This design comes from an exercise in tuning for small area on the open sky130 flow, not from production work. Function was checked by simulation only, so behaviour that the tests miss may differ from the original.

==> flow/design.v, too long to show whole: its modules and the start of the top module <==
// module csa_fa: 4 lines
// module downsampler: 37 lines
// module hb1_stage: 465 lines
// module hb2_stage: 502 lines
// module srrc_stage: 2463 lines
// module RF_Channel_RX: 17 lines
// module rx_chain: 25 lines
module rx_chain(
    input wire clk, reset,
    input wire signed [17:0] sig_in,  
    input wire [3:0] delay_chain1, delay_chain2, delay_chain3,
    output wire signed [17:0] decision_variable,  
    output wire signed [17:0] test_point3a, test_point3b
);
  // ...
==> flow/run.sh <==
#!/bin/bash
# synth_recipe.tcl (not shown) runs the flow's synth.tcl, then flattens the netlist and writes it again
# the make line also repeats each setting of config.mk as NAME=value (left out here)
make -C /OpenROAD-flow-scripts/flow DESIGN_CONFIG=/design/flow/config.mk WORK_HOME=/design/flow/orfs CLKGATE_MAP_FILE= SYNTH_SCRIPT=/design/flow/synth_recipe.tcl finish
==> flow/config.mk <==
export PLATFORM = sky130hd
export DESIGN_NAME = rx_chain
export DESIGN_NICKNAME = rx_chain
export VERILOG_FILES = /design/flow/design.v
export SDC_FILE = /design/flow/constraint.sdc
export NUM_CORES = 4
export LEC_CHECK = 0
export ABC_AREA = 1
export CAP_MARGIN = 20
export CORE_MARGIN = 2
export CORE_UTILIZATION = 45
export CTS_BUF_LIST = sky130_fd_sc_hd__clkbuf_4
export CTS_CLUSTER_SIZE = 30
export SLEW_MARGIN = 20
export SYNTH_HIERARCHICAL = 1
export SYNTH_MINIMUM_KEEP_SIZE = 0
==> flow/constraint.sdc <==
create_clock -name core_clock -period 17.0 [get_ports {clk}]
set_input_delay 3.4000 -clock core_clock [delete_from_list [all_inputs] [get_ports {clk}]]
set_output_delay 3.4000 -clock core_clock [all_outputs]
set_load 0.01 [all_outputs]
==> Implementation_results.wiki, run 1 <==
{| class="wikitable"
! Metric !! Value
|-
| First element of the critical path || delay_chain1[3]
|-
| CTS tree || yes
|-
| DRT Wirelength || 213,000 um
|-
| Max capacitance violation total || 0
|-
| Number of synthesized register bits || ~2,300
|-
| Number of ports placed on the die boundary || 86
|-
| Routed wire length on met2 || 96,000 um
|-
| Share of layout cells above drive strength 1 || 14.5%
|-
| Start point of the worst hold path || rx.downsam.r[4][12]
|-
| RSZ-0062 raised after global routing || no
|-
| Total of buffers placed on input and output ports || 84
|-
| Clock latency on the worst-skew pair || 1.41 ns
|-
| Biggest Area Class || flip-flops and latches
|-
| Reg with most FFs || rx.filt2.ln
|-
| Vias per std cell || around 4.7
|-
| Top library cells by usage in the layout, fill and taps aside || 2,233 x sky130_fd_sc_hd__dfxtp_1, 1,378 x sky130_fd_sc_hd__fa_1, 955 x sky130_fd_sc_hd__nand2_1, 793 x sky130_fd_sc_hd__clkbuf_4, 563 x sky130_fd_sc_hd__inv_1
|-
| Worst path setup slack after routing || approximately 6.3 ns
|-
| Area added between synthesis and finish || 12.9%
|-
| Synthesized cell area || ~85,000 sq um
|-
| Placed cell areas || between 80,000 and 90,000 sq um
|-
| Gate Count Post-Synth || between 6,000 and 7,000
|-
| Run status || no timing/DRC/antenna violations
|-
| Number of non-clock buffers in the layout || about 160
|-
| Total grt overflow || 0
|-
| Highest-delay cell along the critical path || sky130_fd_sc_hd__nor3_4
|}
==> inputs of run 2 (changes only) <==
--- a/flow/config.mk
+++ b/flow/config.mk
@@ -11,4 +11,2 @@
 export CORE_UTILIZATION = 45
-export CTS_BUF_LIST = sky130_fd_sc_hd__clkbuf_4
-export CTS_CLUSTER_SIZE = 30
 export SLEW_MARGIN = 20
==> run 2 against run 1 <==
Net effect: synthesized cell count unchanged; register-to-register slack about the same; die area unchanged; maximum frequency increased by 0.25%; synthesized area unchanged; first-iteration DRC count increased by 6.6%; final cell count decreased by 5.8%; via count decreased by 4.4%; non-clock buffer count unchanged; critical path depth unchanged; clock-buffer cell count decreased by 490.
==> Implementation_results.wiki, run 2 <==
{| class="wikitable"
! Metric !! Value
|-
| Number of fill cells in the layout || 15,821 (was 16,232)
|-
| Clock-pin slew on the worst setup and hold paths || 0.06 ns (about the same)
|-
| Total grt overflow || 0 (unchanged)
|-
| Leading post-synthesis cells by instance count || 2,233 x sky130_fd_sc_hd__dfxtp_1, 1,378 x sky130_fd_sc_hd__fa_1, 955 x sky130_fd_sc_hd__nand2_1 (unchanged)
|-
| Clock latency on the worst-skew pair || 0.88 ns (was 1.41 ns)
|-
| Count of hold buffers inserted by post-cts repair || 0 (unchanged)
|-
| First-pass GRT wire length || 313,000 um (was 319,000 um)
|-
| Count of unique library cells instantiated by Yosys || 45 (unchanged)
|-
| Area added between synthesis and finish || 13.4% (was 12.9%)
|-
| Average detailed-routed wire length per instance || 23.2 um (was 22.2 um)
|-
| Startpoint of the worst register-to-register path || rx.decim2.p3[6] (unchanged)
|-
| Actual slew at the worst max-slew pin || 1.19 ns (was 1.23 ns)
|-
| Total track usage || 22.5% (was 22.9%)
|-
| RSZ-0062 raised after global routing || no (unchanged)
|-
| Cell at the root of the clock tree || sky130_fd_sc_hd__clkbuf_16 (was sky130_fd_sc_hd__clkbuf_4)
|-
| Synth top area cells || sky130_fd_sc_hd__dfxtp_1 52%, sky130_fd_sc_hd__fa_1 32%, sky130_fd_sc_hd__nand2_1 4.2% (unchanged)
|-
| Count of yosys warnings during synthesis || 17 (unchanged)
|-
| Worst Setup Slack post-DPL || 6.37 ns (unchanged)
|-
| Final hold viol count || 0 (unchanged)
|-
| Via count || 43,511 (was 45,496)
|-
| Hold/Removal Path Class || reg2reg (unchanged)
|-
| Util after Layout || 51.4% (was 51.2%)
|-
| Post-layout instance count excluding filler cells || 9,043 (was 9,600)
|-
| Top library cells by usage in the layout, fill and taps aside || 2,233 x sky130_fd_sc_hd__dfxtp_1, 1,378 x sky130_fd_sc_hd__fa_1, 955 x sky130_fd_sc_hd__nand2_1, 563 x sky130_fd_sc_hd__inv_1, 291 x sky130_fd_sc_hd__nor2_1 (was 2,233 x sky130_fd_sc_hd__dfxtp_1, 1,378 x sky130_fd_sc_hd__fa_1, 955 x sky130_fd_sc_hd__nand2_1, 793 x sky130_fd_sc_hd__clkbuf_4, 563 x sky130_fd_sc_hd__inv_1)
|-
| Run status || no timing/DRC/antenna violations (unchanged)
|-
| Depth of the worst register-to-register path || 30 (unchanged)
|-
| Number of ports placed on the die boundary || 86 (unchanged)
|-
| Most common cell after layout, fill and taps aside || sky130_fd_sc_hd__dfxtp_1 (unchanged)
|-
| Critical path class || in2out (unchanged)
|-
| Registers with the highest flip-flop counts || rx.filt2.ln (1076), rx.decim2.r (270), rx.decim1.r (234) (unchanged)
|-
| Crit path top cell by count || sky130_fd_sc_hd__clkdlybuf4s50_1 (unchanged)
|-
| Max Transition Viols Final || 0 (unchanged)
|-
| Post-route fraction of the period consumed by the critical path || 62.5% (was 62.7%)
|-
| Placed wire-length estimate after detailed placement || 159,000 um (unchanged)
|-
| Std-Cell Rows || 159 (unchanged)
|-
| Final-report setup violation count || 0 (unchanged)
|-
| Sum Neg Setup Slack || 0 ns (unchanged)
|-
| Post-CTS resize count || 0 (unchanged)
|-
| Register-to-register setup slack || 6.53 ns (about the same)
|-
| Die footprint || 193,000 sq um (unchanged)
|-
| Fraction of registers with async set or reset after synthesis || 0.175% (unchanged)
|-
| Worst slew slack as a fraction of its limit || 20.5% (was 17.4%)
|-
| Global placer's final weighted congestion || 1.01 (unchanged)
|-
| Die boundary width || 439 um (unchanged)
|-
| Vias per std cell || 4.81 (was 4.74)
|-
| Flip-flop cell with the highest count after synthesis || sky130_fd_sc_hd__dfxtp_1 (unchanged)
|-
| Gate Count Post-Synth || 6,093 (unchanged)
|-
| Top-count cell post-synth || sky130_fd_sc_hd__dfxtp_1 (unchanged)
|-
| Starting density of the core || 45.4% (unchanged)
|-
| DRT antenna net count || 0 (unchanged)
|-
| Critical path buffer and inverter count || 3 (unchanged)
|-
| Top cell type by total area after synthesis || sky130_fd_sc_hd__dfxtp_1 (unchanged)
|-
| Placed cell areas || 89,300 sq um (unchanged)
|-
| Number of synthesized register bits || 2,289 (unchanged)
|-
| Largest stage delay, worst path || 0.92 ns (was 0.93 ns)
|-
| Number of nets in the synthesized netlist || 7,599 (unchanged)
|-
| Flip-flop count of the largest register, all copies and words added || 1,076 (unchanged)
|-
| Placed instance count || 8,650 (unchanged)
|-
| Final routed DRC violation total || 0 (unchanged)
|-
| Crit path capture type || output pin (unchanged)
|-
| Tmin final || 10.63 ns (was 10.66 ns)
|-
| Required time reported for the critical path endpoint || 13.60 ns (about the same)
|-
| Pin count of the biggest net entering global routing || 54 (unchanged)
|-
| Via count of the first global-routing pass || 47,458 (was 50,734)
|-
| Startpoint type of the worst setup path || input pin (unchanged)
|-
| Max Clock Freq || 94.1 MHz (was 93.8 MHz)
|-
| Cell depth of the worst setup path || 10 (unchanged)
|-
| Reg with most FFs || rx.filt2.ln (unchanged)
|-
| Total of buffers placed on input and output ports || 84 (unchanged)
|-
| Number of DRC violations after detailed-routing iteration 0 || 3,203 (was 3,005)
|-
| Reg-to-reg endpoint || rx.decim2.r[0][17] (unchanged)
|-
| Largest delay contributor family on the critical path || simple AND/OR/NAND/NOR gates (unchanged)
|-
| Number of antenna violations at the first check in global routing || 2 (was 4)
|-
| Worst path setup slack after routing || 6.37 ns (was 6.34 ns)
|-
| Worst path cell trace || clkdlybuf4s50_1, nor2_1, inv_2, nor3_1, o21ai_2, nand4_1, nor3_4, nand2_1, nand3_1, clkdlybuf4s50_1 (unchanged)
|-
| Die height || 439 um (unchanged)
|-
| Share of layout cells above drive strength 1 || 8.11% (was 14.5%)
|-
| Highest-delay cell along the critical path || sky130_fd_sc_hd__nor3_4 (unchanged)
|-
| Worst Path Max Fanout || 18 (unchanged)
|-
| H-tree depth || 4 (was 6)
|-
| Count of TritonRoute iterations in the first routing pass || 6 (was 5)
|-
| Number of enable-type register cells in the synthesized netlist || 52 (unchanged)
|-
| Fin Clk Skew || 0.0556 ns (was 0.147 ns)
|-
| Synthesized cell area || 85,300 sq um (unchanged)
|-
| Area of the core region || 188,000 sq um (unchanged)
|-
| Maximum clock path buffer count || 3 (was 4)
|-
| Number of nets at the end of the flow || 7,875 (was 8,235)
|-
| Mean Syn Cell Area || 14.0 sq um (unchanged)
|-
| Number of buffers added by the clock tree synthesis step || 212 (was 572)
|-
| Design Area, Final || 96,700 sq um (was 96,200 sq um)
|-
| CTS tree || yes (unchanged)
|-
| Critical path destination || test_point3a[17] (unchanged)
|-
| Number of clock sinks || 2,289 (unchanged)
|-
| Max capacitance violation total || 0 (unchanged)
|-
| Fraction of post-synthesis cell area in the top cell type by area || 52.4% (unchanged)
|-
| Post-CTS Setup Inserts || 0 (unchanged)
|-
| Final hold slack || 0.301 ns (was 0.226 ns)
|-
| DRT Wirelength || 210,000 um (was 213,000 um)
|-
| Data arrival time of the critical path || 7.23 ns (was 7.26 ns)
|-
| Sequential area share after synthesis || 54.4% (unchanged)
|-
| First element of the critical path || delay_chain1[3] (unchanged)
|}
-- run 2: per-layer routing --
| layer | up-vias | track usage [%] | routed length [um] |
|---|---|---|---|
| met2 | 1449 | 34.9 | 94800 |
| met1 | 22533 | 30.7 | 90600 |
| li1 | 19127 | - | - |
| met4 | 2 | 8.04 | 7910 |
| met5 | - | 0 | 7 |
| met3 | 400 | 5.87 | 16800 |
-- run 2: modules after synthesis (local to each module, per instance), a selection --
module	cell area (sq um)	cells inside	flip-flops and latches	times used
rx_chain	151	13	4	1
srrc_stage	27900	1799	1238	1
downsampler	6660	678	216	1
hb2_stage	12700	1285	425	1
csa_fa	20.0	1	0	1346
hb1_stage	11000	972	406	1
-- run 2: worst min path at each step --
stage	start	end	cells past startpoint
floorplan	rx.decim1.sl1[0]	rx.decim1.sl2[0]	0
global placement	rx.decim2.q[1][14]	rx.decim2.q[2][14]	0
detailed placement	rx.filt2.ln[198][0]	rx.filt2.ln[199][0]	0
CTS	rx.decim1.sl3[1]	rx.decim1.sl4[1]	0
global route	rx.filt2.ln[177][3]	rx.filt2.ln[178][3]	0
finish	rx.filt2.ln[95][1]	rx.filt2.ln[96][1]	0
-- run 2: final cells by class --
cell class                      instances  area (sq um)  share of cell area, %
Multi-Input combinational cell       3125         36200                   37.4
Clock inverter                         88          1240                   1.28
Antenna cell                            2          5.00                0.00517
Timing Repair Buffer                  158          1400                   1.45
Sequential cell                      2289         46400                   47.9
Tap cell                             2495          3120                   3.23
Clock buffer                          303          6200                   6.41
Inverter                              583          2190                   2.27
-- run 2: logic make-up (layout without fill, tap and decap cells) --
| group | Yosys count | after routing | synth area share [%] |
|---|---|---|---|
| XOR/XNOR | 10 | 10 | 0.103 |
| AO/OA/AOI/OAI | 95 | 95 | 0.832 |
| multiplexers | 36 | 36 | 0.475 |
| adder cells (fa/ha/maj) | 1474 | 1474 | 33.8 |
| buffers and inverters | 679 | 1132 | 3.20 |
| AND/OR/NAND/NOR | 1510 | 1510 | 7.25 |
| other | 0 | 2 | 0 |
| flip-flops | 2289 | 2289 | 54.4 |
==> inputs of run 3 (changes only) <==
--- a/flow/config.mk
+++ b/flow/config.mk
@@ -11,2 +11,5 @@
 export CORE_UTILIZATION = 45
+export CTS_BUF_LIST = sky130_fd_sc_hd__clkbuf_16
+export CTS_CLUSTER_DIAMETER = 80
+export CTS_CLUSTER_SIZE = 28
 export SLEW_MARGIN = 20
==> run 3 against run 2 <==
Net effect: worst setup slack improved by 0.027 ns; final cell count fell by 2.6%; synthesized cell count did not move; clock-buffer cell count fell by 198; maximum frequency rose by 0.25%; first-iteration DRC count rose by 2.2%; global-route usage fell by 0.49 points; core utilization fell by 2.2 points; die area did not move; critical endpoint unchanged.
==> Implementation_results.wiki, run 3 <==
{| class="wikitable"
! Metric !! Value
|-
| Number of nets at the end of the flow || 7,767 (was 7,875)
|-
| Number of synthesized register bits || 2,289 (unchanged)
|-
| Total of buffers placed on input and output ports || 84 (unchanged)
|-
| Run status || no timing/DRC/antenna violations (unchanged)
|-
| Clock latency on the worst-skew pair || 0.81 ns (was 0.88 ns)
|-
| Design Area, Final || 92,600 sq um (was 96,700 sq um)
|-
| Crit path top cell by count || sky130_fd_sc_hd__clkdlybuf4s50_1 (unchanged)
|-
| Mean Syn Cell Area || 14.0 sq um (unchanged)
|-
| Data arrival time of the critical path || 7.20 ns (was 7.23 ns)
|-
| Critical path destination || test_point3a[17] (unchanged)
|-
| Crit path capture type || output pin (unchanged)
|-
| Registers with the highest flip-flop counts || rx.filt2.ln (1076), rx.decim2.r (270), rx.decim1.r (234) (unchanged)
|-
| DRT Wirelength || 206,000 um (was 210,000 um)
|-
| Placed cell areas || 89,300 sq um (unchanged)
|-
| Maximum clock path buffer count || 3 (unchanged)
|-
| Number of antenna violations at the first check in global routing || 1 (was 2)
|-
| Pin count of the biggest net entering global routing || 54 (unchanged)
|-
| Startpoint of the worst register-to-register path || rx.decim2.p3[6] (unchanged)
|-
| Number of ports placed on the die boundary || 86 (unchanged)
|-
| Synthesized cell area || 85,300 sq um (unchanged)
|-
| Count of yosys warnings during synthesis || 17 (unchanged)
|-
| H-tree depth || 3 (was 4)
|-
| Post-CTS Setup Inserts || 0 (unchanged)
|-
| Count of unique library cells instantiated by Yosys || 45 (unchanged)
|-
| DRT antenna net count || 0 (unchanged)
|-
| Share of layout cells above drive strength 1 || 5.09% (was 8.11%)
|-
| Register-to-register setup slack || 6.53 ns (about the same)
|-
| Starting density of the core || 45.4% (unchanged)
|-
| Die boundary width || 439 um (unchanged)
|-
| Number of enable-type register cells in the synthesized netlist || 52 (unchanged)
|-
| Largest stage delay, worst path || 0.91 ns (was 0.92 ns)
|-
| Clock-pin slew on the worst setup and hold paths || 0.10 ns (was 0.06 ns)
|-
| Highest-delay cell along the critical path || sky130_fd_sc_hd__nor3_4 (unchanged)
|-
| Flip-flop count of the largest register, all copies and words added || 1,076 (unchanged)
|-
| CTS tree || yes (unchanged)
|-
| Area of the core region || 188,000 sq um (unchanged)
|-
| Die footprint || 193,000 sq um (unchanged)
|-
| Hold/Removal Path Class || reg2reg (unchanged)
|-
| First element of the critical path || delay_chain1[3] (unchanged)
|-
| Final antenna diode count || 0 (was 2)
|-
| Sequential area share after synthesis || 54.4% (unchanged)
|-
| Via count || 42,452 (was 43,511)
|-
| Startpoint type of the worst setup path || input pin (unchanged)
|-
| Final-report setup violation count || 0 (unchanged)
|-
| Top-count cell post-synth || sky130_fd_sc_hd__dfxtp_1 (unchanged)
|-
| Top cell type by total area after synthesis || sky130_fd_sc_hd__dfxtp_1 (unchanged)
|-
| Actual slew at the worst max-slew pin || 1.19 ns (about the same)
|-
| Final routed DRC violation total || 0 (unchanged)
|-
| Worst Path Max Fanout || 18 (unchanged)
|-
| Count of hold buffers inserted by post-cts repair || 0 (unchanged)
|-
| Die height || 439 um (unchanged)
|-
| Max capacitance violation total || 0 (unchanged)
|-
| Fin Clk Skew || 0.0601 ns (was 0.0556 ns)
|-
| Reg with most FFs || rx.filt2.ln (unchanged)
|-
| Required time reported for the critical path endpoint || 13.60 ns (about the same)
|-
| Worst Setup Slack post-DPL || 6.37 ns (unchanged)
|-
| Number of buffers added by the clock tree synthesis step || 104 (was 212)
|-
| Vias per std cell || 4.82 (was 4.81)
|-
| Fraction of registers with async set or reset after synthesis || 0.175% (unchanged)
|-
| Number of clock sinks || 2,289 (unchanged)
|-
| Max Transition Viols Final || 0 (unchanged)
|-
| Total grt overflow || 0 (unchanged)
|-
| Sum Neg Setup Slack || 0 ns (unchanged)
|-
| Post-route fraction of the period consumed by the critical path || 62.4% (was 62.5%)
|-
| Reg-to-reg endpoint || rx.decim2.r[0][17] (unchanged)
|-
| Critical path class || in2out (unchanged)
|-
| Most common cell after layout, fill and taps aside || sky130_fd_sc_hd__dfxtp_1 (unchanged)
|-
| Gate Count Post-Synth || 6,093 (unchanged)
|-
| Placed wire-length estimate after detailed placement || 159,000 um (unchanged)
|-
| Global placer's final weighted congestion || 1.01 (unchanged)
|-
| Total track usage || 22.0% (was 22.5%)
|-
| First-pass GRT wire length || 306,000 um (was 313,000 um)
|-
| Top library cells by usage in the layout, fill and taps aside || 2,233 x sky130_fd_sc_hd__dfxtp_1, 1,378 x sky130_fd_sc_hd__fa_1, 955 x sky130_fd_sc_hd__nand2_1, 575 x sky130_fd_sc_hd__inv_1, 290 x sky130_fd_sc_hd__nor2_1 (was 2,233 x sky130_fd_sc_hd__dfxtp_1, 1,378 x sky130_fd_sc_hd__fa_1, 955 x sky130_fd_sc_hd__nand2_1, 563 x sky130_fd_sc_hd__inv_1, 291 x sky130_fd_sc_hd__nor2_1)
|-
| Synth top area cells || sky130_fd_sc_hd__dfxtp_1 52%, sky130_fd_sc_hd__fa_1 32%, sky130_fd_sc_hd__nand2_1 4.2% (unchanged)
|-
| Cell at the root of the clock tree || sky130_fd_sc_hd__clkbuf_16 (unchanged)
|-
| Count of TritonRoute iterations in the first routing pass || 5 (was 6)
|-
| Tmin final || 10.60 ns (was 10.63 ns)
|-
| Max Clock Freq || 94.3 MHz (was 94.1 MHz)
|-
| Worst slew slack as a fraction of its limit || 20.3% (was 20.5%)
|-
| RSZ-0062 raised after global routing || no (unchanged)
|-
| Worst path setup slack after routing || 6.40 ns (was 6.37 ns)
|-
| Average detailed-routed wire length per instance || 23.4 um (was 23.2 um)
|-
| Post-CTS resize count || 0 (unchanged)
|-
| Area added between synthesis and finish || 8.59% (was 13.4%)
|-
| Flip-flop cell with the highest count after synthesis || sky130_fd_sc_hd__dfxtp_1 (unchanged)
|-
| Depth of the worst register-to-register path || 30 (unchanged)
|-
| Number of DRC violations after detailed-routing iteration 0 || 3,275 (was 3,203)
|-
| Std-Cell Rows || 159 (unchanged)
|-
| Worst path cell trace || clkdlybuf4s50_1, nor2_1, inv_2, nor3_1, o21ai_2, nand4_1, nor3_4, nand2_1, nand3_1, clkdlybuf4s50_1 (unchanged)
|-
| Start point of the worst hold path || rx.filt2.ln[261][1] (was rx.filt2.ln[95][1])
|-
| Number of nets in the synthesized netlist || 7,599 (unchanged)
|-
| Final hold slack || 0.303 ns (was 0.301 ns)
|-
| Final hold viol count || 0 (unchanged)
|-
| Fraction of post-synthesis cell area in the top cell type by area || 52.4% (unchanged)
|-
| Via count of the first global-routing pass || 46,140 (was 47,458)
|-
| Leading post-synthesis cells by instance count || 2,233 x sky130_fd_sc_hd__dfxtp_1, 1,378 x sky130_fd_sc_hd__fa_1, 955 x sky130_fd_sc_hd__nand2_1 (unchanged)
|}
[run 3: cell types whose count changed in the layout (fill, tap and decap cells not counted), sizes merged]
cell and delta:
clkinvlp -4, diode -2, inv +9, clkinv -23
clkbuf -198, bufinv -18
[run 3: per-module statistics from Yosys (local to each module, per instance), excerpt]
module | flops+latches | area [sq um] | cells | copies in the design
hb2_stage | 425 | 12700 | 1285 | 1
srrc_stage | 1238 | 27900 | 1799 | 1
rx_chain | 4 | 151 | 13 | 1
csa_fa | 0 | 20.0 | 1 | 1346
hb1_stage | 406 | 11000 | 972 | 1
downsampler | 216 | 6660 | 678 | 1
[run 3: per-stage QoR]
step	util, %	cells
2_1_floorplan	-	6093
3_3_place_gp	47.5	8649
3_5_place_dp	47.5	8650
4_1_cts	49.2	8807
5_1_grt	49.3	8807
6_report	49.3	8807
[run 3: cells by family (layout without fill, tap and decap cells)]
group / count (synthesis) / in the layout / synth area share [%]
buffers and inverters: 679 / 898 / 3.20
AO/OA/AOI/OAI: 95 / 95 / 0.832
adder cells (fa/ha/maj): 1474 / 1474 / 33.8
AND/OR/NAND/NOR: 1510 / 1510 / 7.25
XOR/XNOR: 10 / 10 / 0.103
flip-flops: 2289 / 2289 / 54.4
multiplexers: 36 / 36 / 0.475
[run 3: how the worst min path moves through the flow]
stage               cells past startpoint  slack (ns)                  end
floorplan                               0        0.31     rx.decim1.sl2[0]
global placement                        0        0.31   rx.decim2.q[2][14]
detailed placement                      0        0.31  rx.filt2.ln[199][0]
CTS                                     0        0.29  rx.filt2.ln[259][0]
global route                            0        0.29  rx.filt2.ln[259][0]
finish                                  0        0.30  rx.filt2.ln[262][1]
[run 3: cell type report]
type / count / area (sq um)
flip-flops and latches: 2289 / 46400
clock inverters: 52 / 684
multi-input cells: 3125 / 36200
inverters: 583 / 2190
repair buffers: 158 / 1400
clock buffers: 105 / 2630
well taps: 2495 / 3120
fillers: 16224 / 95400
[run 3: critical path: cells and delay by family]
| family | cells | cell delay [ns] |
|---|---|---|
| buffers and inverters | 3 | 1.25 |
| AOI/OAI and AO/OA | 1 | 0.69 |
| and+or+nand+nor | 6 | 1.84 |
[run 3: layer usage]
metal	up-vias	wire (um)	share of wire (%)	global-route usage (%)
met5	-	0	0	0
met4	0	8170	4.0	7.78
met3	370	15100	7.3	5.12
met2	1281	92300	45	34.1
met1	22046	90800	44	30.5
li1	18755	-	-	-
==> inputs of run 4 (changes only) <==
--- a/flow/config.mk
+++ b/flow/config.mk
@@ -11,5 +11,5 @@
 export CORE_UTILIZATION = 45
-export CTS_BUF_LIST = sky130_fd_sc_hd__clkbuf_16
-export CTS_CLUSTER_DIAMETER = 80
-export CTS_CLUSTER_SIZE = 28
+export CTS_BUF_LIST = sky130_fd_sc_hd__clkbuf_8
+export CTS_CLUSTER_DIAMETER = 60
+export CTS_CLUSTER_SIZE = 20
 export SLEW_MARGIN = 20
==> run 4 against run 3 <==
Net effect: core utilization is 0.24 points lower; still clean on timing, DRC and antenna; largest cell class unchanged; register-to-register slack hardly changed; first-iteration DRC count is 4.0% lower; critical endpoint unchanged; non-clock buffer count stayed put; clock skew is 0.0087 ns lower.
==> Implementation_results.wiki, run 4 <==
{| class="wikitable"
! Metric !! Value
|-
| Area added between synthesis and finish || 8.05% (was 8.59%)
|-
| Number of antenna violations at the first check in global routing || 3 (was 1)
|-
| Count of unique library cells instantiated by Yosys || 45 (unchanged)
|-
| Die boundary width || 439 um (unchanged)
|-
| H-tree depth || 4 (was 3)
|-
| Top cell type by total area after synthesis || sky130_fd_sc_hd__dfxtp_1 (unchanged)
|-
| Max Clock Freq || 94.0 MHz (was 94.3 MHz)
|-
| Largest delay contributor family on the critical path || simple AND/OR/NAND/NOR gates (unchanged)
|-
| Main combinational cell family by area after synthesis || adder cells (unchanged)
|-
| Sum Neg Setup Slack || 0 ns (unchanged)
|-
| Area of the core region || 188,000 sq um (unchanged)
|-
| Number of nets in the synthesized netlist || 7,599 (unchanged)
|-
| Placed wire-length estimate after detailed placement || 159,000 um (unchanged)
|-
| Top-count cell post-synth || sky130_fd_sc_hd__dfxtp_1 (unchanged)
|-
| Final hold viol count || 0 (unchanged)
|-
| Registers with the highest flip-flop counts || rx.filt2.ln (1076), rx.decim2.r (270), rx.decim1.r (234) (unchanged)
|-
| CTS tree || yes (unchanged)
|-
| Final-report setup violation count || 0 (unchanged)
|-
| Hold/Removal Path Class || reg2reg (unchanged)
|-
| Post-CTS resize count || 0 (unchanged)
|-
| Post-Synth XOR/XNOR Area || 0.103% (unchanged)
|-
| Worst Path Max Fanout || 18 (unchanged)
|-
| Die height || 439 um (unchanged)
|-
| Maximum clock path buffer count || 3 (unchanged)
|-
| Count of yosys warnings during synthesis || 17 (unchanged)
|-
| Worst slew slack as a fraction of its limit || 21.4% (was 20.3%)
|-
| Sequential area share after synthesis || 54.4% (unchanged)
|-
| Required time reported for the critical path endpoint || 13.60 ns (about the same)
|-
| Total of buffers placed on input and output ports || 84 (unchanged)
|-
| Synthesized-area fraction occupied by ao, oa, aoi and oai cells || 0.832% (unchanged)
|-
| Number of nets at the end of the flow || 7,812 (was 7,767)
|-
| Run status || no timing/DRC/antenna violations (unchanged)
|-
| Crit path top cell by count || sky130_fd_sc_hd__clkdlybuf4s50_1 (unchanged)
|-
| Critical path class || in2out (unchanged)
|-
| Worst path cell trace || clkdlybuf4s50_1, nor2_1, inv_2, nor3_1, o21ai_2, nand4_1, nor3_4, nand2_1, nand3_1, clkdlybuf4s50_1 (unchanged)
|-
| DRT Wirelength || 207,000 um (was 206,000 um)
|-
| Startpoint type of the worst setup path || input pin (unchanged)
|-
| Cell at the root of the clock tree || sky130_fd_sc_hd__clkbuf_8 (was sky130_fd_sc_hd__clkbuf_16)
|-
| Synthesized cell area || 85,300 sq um (unchanged)
|-
| Number of DRC violations after detailed-routing iteration 0 || 3,143 (was 3,275)
|-
| Vias per std cell || 4.83 (was 4.82)
|-
| Highest-delay cell along the critical path || sky130_fd_sc_hd__nor3_4 (unchanged)
|-
| Portion of netlist area occupied by mux cells || 0.475% (unchanged)
|-
| Fraction of registers with async set or reset after synthesis || 0.175% (unchanged)
|-
| Std-Cell Rows || 159 (unchanged)
|-
| Number of buffers added by the clock tree synthesis step || 149 (was 104)
|-
| Pin count of the biggest net entering global routing || 54 (unchanged)
|-
| Actual slew at the worst max-slew pin || 1.17 ns (was 1.19 ns)
|-
| Flip-flop cell with the highest count after synthesis || sky130_fd_sc_hd__dfxtp_1 (unchanged)
|-
| Most common cell after layout, fill and taps aside || sky130_fd_sc_hd__dfxtp_1 (unchanged)
|-
| Data arrival time of the critical path || 7.24 ns (was 7.20 ns)
|-
| Post-CTS Setup Inserts || 0 (unchanged)
|-
| Critical path buffer and inverter count || 3 (unchanged)
|-
| Number of clock sinks || 2,289 (unchanged)
|-
| Number of ports placed on the die boundary || 86 (unchanged)
|-
| Synth top area cells || sky130_fd_sc_hd__dfxtp_1 52%, sky130_fd_sc_hd__fa_1 32%, sky130_fd_sc_hd__nand2_1 4.2% (unchanged)
|-
| Max capacitance violation total || 0 (unchanged)
|-
| Fin Clk Skew || 0.0514 ns (was 0.0601 ns)
|-
| Number of synthesized register bits || 2,289 (unchanged)
|-
| Simple-Gate Fraction of Synth Area || 7.25% (unchanged)
|-
| Max Transition Viols Final || 0 (unchanged)
|-
| Total grt overflow || 0 (unchanged)
|-
| Global placer's final weighted congestion || 1.01 (unchanged)
|-
| Total track usage || 22.2% (was 22.0%)
|-
| Largest stage delay, worst path || 0.93 ns (was 0.91 ns)
|-
| Gate Count Post-Synth || 6,093 (unchanged)
|-
| Tmin final || 10.64 ns (was 10.60 ns)
|-
| Final routed DRC violation total || 0 (unchanged)
|-
| Number of enable-type register cells in the synthesized netlist || 52 (unchanged)
|-
| DRT antenna net count || 0 (unchanged)
|-
| Starting density of the core || 45.4% (unchanged)
|-
| Share of synthesized cell area in full adder, half adder and majority cells || 33.8% (unchanged)
|-
| RSZ-0062 raised after global routing || no (unchanged)
|-
| First-pass GRT wire length || 308,000 um (was 306,000 um)
|-
| Flip-flop count of the largest register, all copies and words added || 1,076 (unchanged)
|-
| Post-route fraction of the period consumed by the critical path || 62.6% (was 62.4%)
|-
| Via count of the first global-routing pass || 46,551 (was 46,140)
|-
| Count of hold buffers inserted by post-cts repair || 0 (unchanged)
|-
| Average detailed-routed wire length per instance || 23.3 um (was 23.4 um)
|-
| Reg with most FFs || rx.filt2.ln (unchanged)
|-
| Fraction of post-synthesis cell area in the top cell type by area || 52.4% (unchanged)
|-
| Crit path capture type || output pin (unchanged)
|-
| Clock latency on the worst-skew pair || 0.99 ns (was 0.81 ns)
|-
| Top library cells by usage in the layout, fill and taps aside || 2,233 x sky130_fd_sc_hd__dfxtp_1, 1,378 x sky130_fd_sc_hd__fa_1, 955 x sky130_fd_sc_hd__nand2_1, 578 x sky130_fd_sc_hd__inv_1, 290 x sky130_fd_sc_hd__nor2_1 (was 2,233 x sky130_fd_sc_hd__dfxtp_1, 1,378 x sky130_fd_sc_hd__fa_1, 955 x sky130_fd_sc_hd__nand2_1, 575 x sky130_fd_sc_hd__inv_1, 290 x sky130_fd_sc_hd__nor2_1)
|-
| Mean Syn Cell Area || 14.0 sq um (unchanged)
|-
| Share of layout cells above drive strength 1 || 6.04% (was 5.09%)
|-
| Via count || 42,860 (was 42,452)
|-
| Leading post-synthesis cells by instance count || 2,233 x sky130_fd_sc_hd__dfxtp_1, 1,378 x sky130_fd_sc_hd__fa_1, 955 x sky130_fd_sc_hd__nand2_1 (unchanged)
|-
| Count of TritonRoute iterations in the first routing pass || 5 (unchanged)
|-
| Die footprint || 193,000 sq um (unchanged)
|-
| Clock-pin slew on the worst setup and hold paths || 0.11 ns (was 0.10 ns)
|}
==> run 4: cell counts after synthesis <==
No cell type changed its count.
==> run 4: final cells by class <==
class,count,area [sq um]
diodes,5,12.5
inverters,583,2190
well taps,2495,3120
repair buffers,158,1400
multi-input cells,3125,36200
fillers,16290,95900
clock buffers,156,2150
clock inverters,65,697
flip-flops and latches,2289,46400
==> run 4: through the flow <==
step | worst slack [ns] | utilization, % | hold slack, ns | cells | cell area, sq um
final | 6.36 | 49.0 | 0.301 | 8876 | 92100
after CTS | 6.37 | 49.0 | 0.299 | 8871 | 92100
after global placement | 6.38 | 47.5 | 0.310 | 8649 | 89300
after detailed placement | 6.37 | 47.5 | 0.312 | 8650 | 89300
after floorplan | 6.98 | - | 0.310 | 6093 | 85300
after global routing | 6.02 | 49.0 | 0.301 | 8876 | 92100
==> run 4: metal layers <==
metal	vias up	wire length, um	GRT usage, %
li1	18866	-	-
met1	22180	90000	30.4
met2	1411	92300	34.2
met3	403	16300	5.56
met4	0	8180	8.13
met5	-	0	0
==> run 4: cell families (layout without fill, tap and decap cells) <==
logic type | Yosys count | count (layout)
fa+ha+maj | 1474 | 1474
simple gates | 1510 | 1510
buf+inv | 679 | 962
mux | 36 | 36
flops | 2289 | 2289
xor+xnor | 10 | 10
other cells | 0 | 5
compound gates | 95 | 95
==> run 4: worst register-to-register path, delay by kind of cell, from the launching register on <==
kind | cells | cell delay [ns]
flops | 1 | 0.65
mux | 1 | 0.27
simple gates | 3 | 0.17
compound gates | 2 | 0.16
buf+inv | 1 | 0.08
fa+ha+maj | 22 | 9.03
==> run 4: path summary, 6_finish.rpt <==
check | depth (start not counted) | startpoint | slack, ns | endpoint
worst max-delay path | 10 | delay_chain1[3] | 6.36 | test_point3a[17]
worst min-delay path | 0 | rx.filt2.ln[249][3] | 0.30 | rx.filt2.ln[250][3]
worst max register to register | 29 | rx.decim1.p3[8] | 6.52 | rx.decim1.r[0][17]
worst min register to register | 0 | rx.filt2.ln[249][3] | 0.30 | rx.filt2.ln[250][3]
max in group asynchronous | 2 | reset | 14.14 | clk_phase[0]
min in group asynchronous | 2 | reset | 2.70 | clk_phase[1]
==> run 4: modules after synthesis (local to each module, per instance), a selection <==
| module | flip-flops and latches | cell area (sq um) | times used | cells |
|---|---|---|---|---|
| srrc_stage | 1238 | 27900 | 1 | 1799 |
| downsampler | 216 | 6660 | 1 | 678 |
| hb2_stage | 425 | 12700 | 1 | 1285 |
| hb1_stage | 406 | 11000 | 1 | 972 |
| rx_chain | 4 | 151 | 1 | 13 |
| csa_fa | 0 | 20.0 | 1346 | 1 |

[afterwards: timing with drivers on the ports]
The results above use ideal ports. As a check the final layouts listed here were re-extracted and re-timed, cells and wires unchanged.
Step 1 assumes that a clkbuf_16 drives the clock port and a buf_2 every other input.
Step 2 moves the port delays by t, midway between the first and last clock arrival at a register: inputs arrive t later, outputs are due t later. That takes back most of the time a late clock gives input paths.
Slacks: ideal ports / drivers / drivers and shift; pairs: ideal ports / drivers.
run | t (ns) | setup WS [ns] | pins driven straight from the clock port
run 1 | 1.409 | 6.343 / 6.261 / 6.261 | 1
run 2 | 0.937 | 6.370 / 6.303 / 6.303 | 1
run 3 | 0.867 | 6.397 / 6.317 / 6.317 | 1
run 4 | 1.050 | 6.363 / 6.287 / 6.287 | 1
After both steps setup and hold are still met in every run listed. The setup slack of run 1, which loses most, moves by -0.082 ns with the drivers and by -0.082 ns with both steps.
